Background: an optimization exercise with open tools, aiming at small area, a short achievable clock period and few clock cycles per item. Do not read the settings as production practice. At most, simulation tests tie the RTL to the original design; equivalence was not proved.

==> 07-09: inputs <==
==> flow/design.v <==
`timescale 1ns / 1ps
module simon_engine (
  input  logic           clk,                  
  input  logic           rst,                  
  input  logic           ctrl_in_begin,        
  input  logic [10:0]    ctrl_in_num_blocks,   
  input  logic [63:0]    ctrl_in_key,          
  output logic           done_intr,            
  output logic [31:0]    pt_addra,
  input  logic [31:0]    pt_rd_data,
  output logic [31:0]    ct_addra,
  output logic [31:0]    ct_wr_data,
  output logic [3:0]     ct_wea
);
  localparam int R  = 3;                        
  localparam int NS = (32 + R - 1) / R;         
  localparam int R0 = 32 - R * (NS - 1);        
  localparam logic [61:0] Z = 62'b01100111000011010100100010111110110011100001101010010001011111;
  logic          run;      
  logic [NS:1]   tok;      
  logic [11:0]   rd;       
  logic [10:0]   wr;       
  logic          wea_r, done_r;
  wire start = !run && ctrl_in_begin;
  wire [11:0] last = {1'b0, ctrl_in_num_blocks} + 12'(NS - 1);
  always_ff @(posedge clk) begin
    if (!rst) begin
      run    <= 1'b0;
      tok    <= '0;
      rd     <= '0;
      wea_r  <= 1'b0;
      done_r <= 1'b0;
    end else begin
      tok    <= {tok[NS-1:1], start};
      if (start)
        run <= 1'b1;
      else if (done_r)
        run <= 1'b0;
      rd     <= (run && !done_r) ? rd + 1'b1 : {11'd0, start};
      wea_r  <= tok[NS] || (wea_r && !done_r);
      done_r <= run && (rd == last);
    end
    if (!run)
      wr <= '0;
    else if (wea_r)
      wr <= wr + 1'b1;
  end
  function automatic logic [15:0] ror(input logic [15:0] v, input int s);
    ror = (v >> s) | (v << (16 - s));
  endfunction
  function automatic logic [R-1:0] zbits(input int n);
    zbits = Z[R*n +: R];
  endfunction
  function automatic logic [15:0] bb(input logic [15:0] v);    
    bb = ror(v, 6) ^ ror(v, 8);
  endfunction
  function automatic logic [15:0] b1(input logic [15:0] v);    
    b1 = ror(v, 3) ^ ror(v, 4);
  endfunction
  function automatic logic [63:0] kstep(input logic [63:0] k, input logic [R-1:0] zb);
    logic [15:0] k0, k1, k2, k3, a0, a1, a2, k4, k5, k6;
    {k3, k2, k1, k0} = k;
    a0 = k0 ^ k1 ^ ror(k1, 1) ^ 16'hfffc ^ {15'd0, zb[0]};
    a1 = k1 ^ k2 ^ ror(k2, 1) ^ 16'hfffc ^ {15'd0, zb[1]};
    a2 = k2 ^ k3 ^ ror(k3, 1) ^ 16'hfffc ^ {15'd0, zb[2]};
    k4 = a0 ^ b1(k3);
    k5 = (a1 ^ b1(a0)) ^ bb(k3);
    k6 = (a2 ^ b1(a1)) ^ (bb(a0) ^ (ror(k3, 9) ^ ror(k3, 10) ^ ror(k3, 11) ^ ror(k3, 12)));
    kstep = {k6, k5, k4, k3};
  endfunction
  logic [63:0]  ks;
  logic [R-1:0] zr;
  wire  [63:0]  kn = kstep(ks, zr);
  always_ff @(posedge clk) begin
    ks <= run ? kn : ctrl_in_key;
    zr <= zbits(0);
    for (int s = 1; s < NS; s++)
      if (tok[s]) zr <= zbits(s);
  end
  function automatic int stage_of(input int j);
    stage_of = (j < R0) ? 0 : 1 + (j - R0) / R;
  endfunction
  logic [15:0] rkey [0:31];
  for (genvar j = 0; j < 32; j++) begin : g_key
    localparam int S = stage_of(j);
    localparam int O = j - R * (S - 1);
    if (j < 4) begin : g_in
      assign rkey[j] = ctrl_in_key[16*j +: 16];
    end else if (O < 4) begin : g_ks
      always_ff @(posedge clk)
        if (tok[S]) rkey[j] <= ks[16*O +: 16];
    end else begin : g_kn
      always_ff @(posedge clk)
        if (tok[S]) rkey[j] <= kn[16*(O-R) +: 16];
    end
  end
  function automatic logic [31:0] rounds(input logic [31:0] b, input logic [16*R-1:0] k, input int n);
    logic [15:0] x, y, t;
    x = b[31:16];
    y = b[15:0];
    for (int j = 0; j < n; j++) begin
      t = x;
      x = y ^ ({x[14:0], x[15]} & {x[7:0], x[15:8]}) ^ {x[13:0], x[15:14]} ^ k[16*j +: 16];
      y = t;
    end
    rounds = {x, y};
  endfunction
  logic [31:0] d [0:NS];
  assign d[0] = pt_rd_data;
  for (genvar s = 0; s < NS; s++) begin : g_stage
    localparam int F = (s == 0) ? 0 : R0 + R * (s - 1);    
    localparam int N = (s == 0) ? R0 : R;                  
    logic [16*R-1:0] k;
    for (genvar j = 0; j < R; j++) begin : g_k
      if (j < N) begin : g_v
        assign k[16*j +: 16] = rkey[F + j];
      end else begin : g_x
        assign k[16*j +: 16] = '0;
      end
    end
    always_ff @(posedge clk)
      d[s+1] <= rounds(d[s], k, N);
  end
  assign pt_addra   = {19'd0, rd[10:0], 2'b00};
  assign ct_addra   = {19'd0, wr, 2'b00};
  assign ct_wr_data = d[NS];
  assign ct_wea     = {4{wea_r}};
  assign done_intr  = done_r;
endmodule
==> flow/flow/run.sh <==
#!/bin/bash
# The standard layout, with every input and output port buffered by a plain
# sky130_fd_sc_hd__buf_1 instead of the default port buffer cell. The full
# output of the ORFS make run (synthesis, floorplan, placement, CTS, routing,
# finishing) goes to flow_make.log in this folder; ORFS also keeps each
# step's own log under orfs/logs.
set -euo pipefail
export BUFFER_PORTS_ARGS="-buffer_cell sky130_fd_sc_hd__buf_1"
bash standard.sh > flow_make.log 2>&1
==> flow/standard.sh <==
#!/bin/bash
# synth_recipe.tcl (not shown) runs the flow's synth.tcl, then flattens the netlist and writes it again
# the make line also repeats each setting of config.mk as NAME=value (left out here)
make -C /OpenROAD-flow-scripts/flow DESIGN_CONFIG=/design/flow/config.mk WORK_HOME=/design/flow/orfs CLKGATE_MAP_FILE= SYNTH_SCRIPT=/design/flow/synth_recipe.tcl "${@:-finish}"
==> flow/config.mk <==
export PLATFORM = sky130hd
export DESIGN_NAME = simon_engine
export DESIGN_NICKNAME = simon_engine
export VERILOG_FILES = /design/flow/design.v
export SDC_FILE = /design/flow/constraint.sdc
export NUM_CORES = 4
export LEC_CHECK = 0
export ABC_CLOCK_PERIOD_IN_PS = 2100
export CAP_MARGIN = 20
export CORE_MARGIN = 2
export CORE_UTILIZATION = 40
export CTS_CLUSTER_DIAMETER = 120
export CTS_CLUSTER_SIZE = 24
export SETUP_SLACK_MARGIN = 1.95
export SLEW_MARGIN = 20
==> flow/constraint.sdc <==
create_clock -name core_clock -period 4.0 [get_ports {clk}]
set_input_delay 0.8000 -clock core_clock [delete_from_list [all_inputs] [get_ports {clk}]]
set_output_delay 0.8000 -clock core_clock [all_outputs]
set_load 0.01 [all_outputs]
==> inputs of 02-15, as changes to 07-09 <==
==> flow/design.v (replaced) <==
`timescale 1ns / 1ps
module simon_engine (
  input  logic           clk,                  
  input  logic           rst,                  
  input  logic           ctrl_in_begin,        
  input  logic [10:0]    ctrl_in_num_blocks,   
  input  logic [63:0]    ctrl_in_key,          
  output logic           done_intr,            
  output logic [31:0]    pt_addra,
  input  logic [31:0]    pt_rd_data,
  output logic [31:0]    ct_addra,
  output logic [31:0]    ct_wr_data,
  output logic [3:0]     ct_wea
);
  localparam int R  = 2;         
  localparam int NS = 32 / R;           
  localparam int CW = $clog2(NS);
  localparam logic [61:0] Z = 62'b01100111000011010100100010111110110011100001101010010001011111;
  logic          run;      
  logic [CW-1:0] cnt;      
  logic [10:0]   rd;       
  logic [10:0]   wr;       
  logic [10:0]   left;     
  logic          wea_r, done_r;
  logic          run_n;
  logic [CW-1:0] cnt_n;
  logic [10:0]   rd_n, wr_n, left_n;
  logic          wea_n, done_n;
  always_comb begin
    run_n  = run;
    cnt_n  = cnt;
    rd_n   = rd + 1'b1;
    wr_n   = wr + 1'b1;
    left_n = left - 1'b1;
    wea_n  = 1'b0;
    done_n = 1'b0;
    if (!run) begin
      cnt_n  = '0;
      rd_n   = '0;
      wr_n   = '0;
      left_n = ctrl_in_num_blocks;
      if (ctrl_in_begin) begin
        run_n = 1'b1;
        rd_n  = 11'd1;
      end
    end else if (wea_r) begin
      wea_n  = (left != 11'd1);
      done_n = (left == 11'd2);
      if (left == 11'd1) begin
        run_n = 1'b0;
        rd_n  = '0;
      end
    end else begin
      wr_n   = wr;
      left_n = left;
      if (cnt == CW'(NS - 1)) begin
        wea_n  = 1'b1;
        done_n = (left == 11'd1);
      end else begin
        cnt_n = cnt + 1'b1;
      end
    end
  end
  always_ff @(posedge clk) begin
    if (!rst) begin
      run    <= 1'b0;
      rd     <= '0;
      wea_r  <= 1'b0;
      done_r <= 1'b0;
    end else begin
      run    <= run_n;
      rd     <= rd_n;
      wea_r  <= wea_n;
      done_r <= done_n;
    end
    cnt  <= cnt_n;
    wr   <= wr_n;
    left <= left_n;
  end
  function automatic logic [15:0] ror(input logic [15:0] v, input int s);
    ror = (v >> s) | (v << (16 - s));
  endfunction
  function automatic logic [63:0] kstep(input logic [63:0] k, input int i);
    logic [15:0] kx [0:3+R];
    logic [15:0] t;
    for (int j = 0; j < 4; j++) kx[j] = k[16*j +: 16];
    for (int j = 0; j < R; j++) begin
      t = ror(kx[j+3], 3) ^ kx[j+1];
      kx[j+4] = kx[j] ^ t ^ ror(t, 1) ^ 16'hfffc ^ {15'd0, Z[i + j]};
    end
    for (int j = 0; j < 4; j++) kstep[16*j +: 16] = kx[j+R];
  endfunction
  logic [63:0] ks;
  logic [63:0] ks_next;
  always_comb begin
    ks_next = '0;
    for (int c = 0; c < NS; c++)
      if (cnt == CW'(c)) ks_next = kstep(ks, R * c);
  end
  always_ff @(posedge clk)
    ks <= run ? ks_next : ctrl_in_key;
  logic [16*R-1:0] rk [0:NS-1];
  assign rk[0] = ctrl_in_key[16*R-1:0];
  for (genvar s = 1; s < NS; s++) begin : g_rk
    always_ff @(posedge clk)
      if (run && !wea_r && cnt == CW'(s - 1)) rk[s] <= ks_next[16*R-1:0];
  end
  function automatic logic [31:0] rounds(input logic [31:0] b, input logic [16*R-1:0] k);
    logic [15:0] x, y, t;
    x = b[31:16];
    y = b[15:0];
    for (int j = 0; j < R; j++) begin
      t = x;
      x = y ^ ({x[14:0], x[15]} & {x[7:0], x[15:8]}) ^ {x[13:0], x[15:14]} ^ k[16*j +: 16];
      y = t;
    end
    rounds = {x, y};
  endfunction
  logic [31:0] d [0:NS];
  assign d[0] = pt_rd_data;
  for (genvar s = 0; s < NS; s++) begin : g_stage
    always_ff @(posedge clk)
      d[s+1] <= rounds(d[s], rk[s]);
  end
  assign pt_addra   = {19'd0, rd, 2'b00};
  assign ct_addra   = {19'd0, wr, 2'b00};
  assign ct_wr_data = d[NS];
  assign ct_wea     = {4{wea_r}};
  assign done_intr  = done_r;
endmodule
==> flow/run.sh (new file) <==
#!/bin/bash
# synth_recipe.tcl (not shown) runs the flow's synth.tcl, then flattens the netlist and writes it again
# the make line also repeats each setting of config.mk as NAME=value (left out here)
make -C /OpenROAD-flow-scripts/flow DESIGN_CONFIG=/design/flow/config.mk WORK_HOME=/design/flow/orfs CLKGATE_MAP_FILE= SYNTH_SCRIPT=/design/flow/synth_recipe.tcl finish
==> flow/config.mk (replaced) <==
export PLATFORM = sky130hd
export DESIGN_NAME = simon_engine
export DESIGN_NICKNAME = simon_engine
export VERILOG_FILES = /design/flow/design.v
export SDC_FILE = /design/flow/constraint.sdc
export NUM_CORES = 4
export LEC_CHECK = 0
export CAP_MARGIN = 20
export CORE_MARGIN = 2
export CORE_UTILIZATION = 40
export SLEW_MARGIN = 20
removed: flow/flow/run.sh
removed: flow/standard.sh
==> inputs of 03-02, as changes to 07-09 <==
--- a/flow/design.v
+++ b/flow/design.v
@@ -13,5 +13,5 @@
   output logic [3:0]     ct_wea
 );
-  localparam int R  = 3;                        
+  localparam int R  = 3;                
   localparam int NS = (32 + R - 1) / R;         
   localparam int R0 = 32 - R * (NS - 1);        
@@ -52,20 +52,73 @@
     zbits = Z[R*n +: R];
   endfunction
-  function automatic logic [15:0] bb(input logic [15:0] v);    
-    bb = ror(v, 6) ^ ror(v, 8);
-  endfunction
-  function automatic logic [15:0] b1(input logic [15:0] v);    
-    b1 = ror(v, 3) ^ ror(v, 4);
-  endfunction
+  localparam logic [64*67-1:0] KM = {
+    67'h8f01801401ec00a0,
+    67'hc780400a00f60050,
+    67'h263c02005007b0028,
+    67'h231e09002803d0014,
+    67'h18f04801c01e000a,
+    67'h10c78a400600f0005,
+    67'h63c5200b0078002,
+    67'h1031e2900d8034001,
+    67'h18f1480ec01a000,
+    67'h80c70a40f6005000,
+    67'hc06305207b002800,
+    67'he03102903d801400,
+    67'hf01801481ec00a00,
+    67'h780c00a40f600500,
+    67'h3c06005207b00280,
+    67'h41e03002903d80140,
+    67'ha080018014000c,
+    67'h50c000400a0006,
+    67'h10028600020050003,
+    67'h10014300090028001,
+    67'ha18004801c000,
+    67'h50c00a4006000,
+    67'h8002060052003000,
+    67'h4001030029001800,
+    67'ha000018014800c00,
+    67'h500000c00a400600,
+    67'h2800006005200300,
+    67'h1400003002900180,
+    67'ha000018014800c0,
+    67'h500000c00a40060,
+    67'h280000600520030,
+    67'h20140000300290018,
+    67'hc000080018000,
+    67'h60000c0004000,
+    67'h3000060002000,
+    67'h8001000030001000,
+    67'hc000000018000800,
+    67'h600000000c000400,
+    67'h3000000006000200,
+    67'h1800000003000100,
+    67'hc00000001800080,
+    67'h600000000c00040,
+    67'h300000000600020,
+    67'h180000000300010,
+    67'hc0000000180008,
+    67'h600000000c0004,
+    67'h30000000060002,
+    67'h10018000000030001,
+    67'h8000000000000000,
+    67'h4000000000000000,
+    67'h2000000000000000,
+    67'h1000000000000000,
+    67'h800000000000000,
+    67'h400000000000000,
+    67'h200000000000000,
+    67'h100000000000000,
+    67'h80000000000000,
+    67'h40000000000000,
+    67'h20000000000000,
+    67'h10000000000000,
+    67'h8000000000000,
+    67'h4000000000000,
+    67'h2000000000000,
+    67'h1000000000000
+  };
+  localparam logic [63:0] KC = 64'ha0fcaffcfffc0000;
   function automatic logic [63:0] kstep(input logic [63:0] k, input logic [R-1:0] zb);
-    logic [15:0] k0, k1, k2, k3, a0, a1, a2, k4, k5, k6;
-    {k3, k2, k1, k0} = k;
-    a0 = k0 ^ k1 ^ ror(k1, 1) ^ 16'hfffc ^ {15'd0, zb[0]};
-    a1 = k1 ^ k2 ^ ror(k2, 1) ^ 16'hfffc ^ {15'd0, zb[1]};
-    a2 = k2 ^ k3 ^ ror(k3, 1) ^ 16'hfffc ^ {15'd0, zb[2]};
-    k4 = a0 ^ b1(k3);
-    k5 = (a1 ^ b1(a0)) ^ bb(k3);
-    k6 = (a2 ^ b1(a1)) ^ (bb(a0) ^ (ror(k3, 9) ^ ror(k3, 10) ^ ror(k3, 11) ^ ror(k3, 12)));
-    kstep = {k6, k5, k4, k3};
+    for (int b = 0; b < 64; b++) kstep[b] = ^({zb, k} & KM[(R+64)*b +: R+64]) ^ KC[b];
   endfunction
   logic [63:0]  ks;
--- a/flow/config.mk
+++ b/flow/config.mk
@@ -12,4 +12,4 @@
 export CTS_CLUSTER_DIAMETER = 120
 export CTS_CLUSTER_SIZE = 24
-export SETUP_SLACK_MARGIN = 1.95
+export SETUP_SLACK_MARGIN = 1.9
 export SLEW_MARGIN = 20
==> qor summary <==
Result of the run: 02-15 timing/DRC/antenna clean; 07-09 timing/DRC/antenna clean; 03-02 timing/DRC/antenna clean
Critical path endpoint: 02-15 ks[16]$_DFF_P_; 07-09 ks[50]$_DFF_P_; 03-02 ks[33]$_DFF_P_
Initial Util: 02-15 40.2%; 07-09 40.4%; 03-02 40.2%
Cell area after technology mapping: 02-15 45800 µm²; 07-09 43400 µm²; 03-02 44400 µm²
Share of the synthesized area in compound gates (AO/OA/AOI/OAI): 02-15 0.899%; 07-09 0.779%; 03-02 0.623%
Worst min-delay path startpoint: 02-15 wr[5]$_SDFFE_PN0P_; 07-09 ctrl_in_key[33]; 03-02 ctrl_in_key[33]
Wire length per cell after detailed routing: 02-15 22.8 µm; 07-09 25.7 µm; 03-02 25.8 µm
Synth top area share: 02-15 32.2%; 07-09 31.0%; 03-02 30.3%
Crit path buf inv count: 02-15 2; 07-09 1; 03-02 1
Wire length of the first global-routing pass: 02-15 181 mm; 07-09 185 mm; 03-02 185 mm
Wire length on met1: 02-15 57.9 mm; 07-09 57.2 mm; 03-02 57.5 mm
Detailed Route WL: 02-15 126 mm; 07-09 133 mm; 03-02 134 mm
Post-synthesis xor/xnor area fraction: 02-15 32.2%; 07-09 39.0%; 03-02 40.5%
Global-route usage over all layers: 02-15 21.4%; 07-09 23.4%; 03-02 23.2%
Yosys reg bits: 02-15 1096; 07-09 904; 03-02 904
Endpoint of the worst hold-timing path: 02-15 wr[5]$_SDFFE_PN0P_; 07-09 ks[33]$_DFF_P_; 03-02 ks[33]$_DFF_P_
Minimum setup slack among reg-to-reg paths: 02-15 1.01 ns; 07-09 1.79 ns; 03-02 1.89 ns
Max FFs per register: 02-15 512; 07-09 448; 03-02 448
Portion of the layout cell area used by clock cells: 02-15 7.11%; 07-09 2.50%; 03-02 2.54%
Chip width: 02-15 342 µm; 07-09 333 µm; 03-02 337 µm
Footprint of the multi-input gates: 02-15 18700 µm²; 07-09 22500 µm²; 03-02 22200 µm²
Testbench counts of 03-02, summed over its fixed seeds: cycles 5,453, blocks 3,917.
The RTL of 07-09 and 02-15 was laid out without a check of its function.

## what the ideal ports hide
The flow's constraints put no driver on any port. The routed layouts listed below were extracted and timed again, unchanged, in two steps.
Step 1: set_driving_cell puts a clkbuf_16 on clk and a buf_2 on each other input, an assumption about the parent block.
Step 2 adds t to the input delays and takes it off the output delays; t is the mean of the earliest and latest rising clock arrival at the registers after step 1. Input paths then give back, and output paths get back, about the clock's delay inside the block.
Three values: no drivers, after step 1, after step 2; two values: the first two.
run | t, ns | slack for setup (ns) | worst hold slack (ns) | worst setup path after step 2 | pins driven straight from the clock port
07-09 | 0.691 | 1.792 / 1.792 / 1.561 | 0.445 / 0.412 / 0.463 | input to register | 1
02-15 | 0.766 | 1.014 / 1.014 / 1.014 | 0.508 / 0.508 / 0.508 | register to register | 1
03-02 | 0.705 | 1.889 / 1.872 / 1.398 | 0.443 / 0.399 / 0.460 | input to register | 1
After both steps every run listed still meets setup and hold. For 03-02, which loses most, drivers alone change the setup slack by -0.017 ns; drivers and shift together by -0.491 ns.
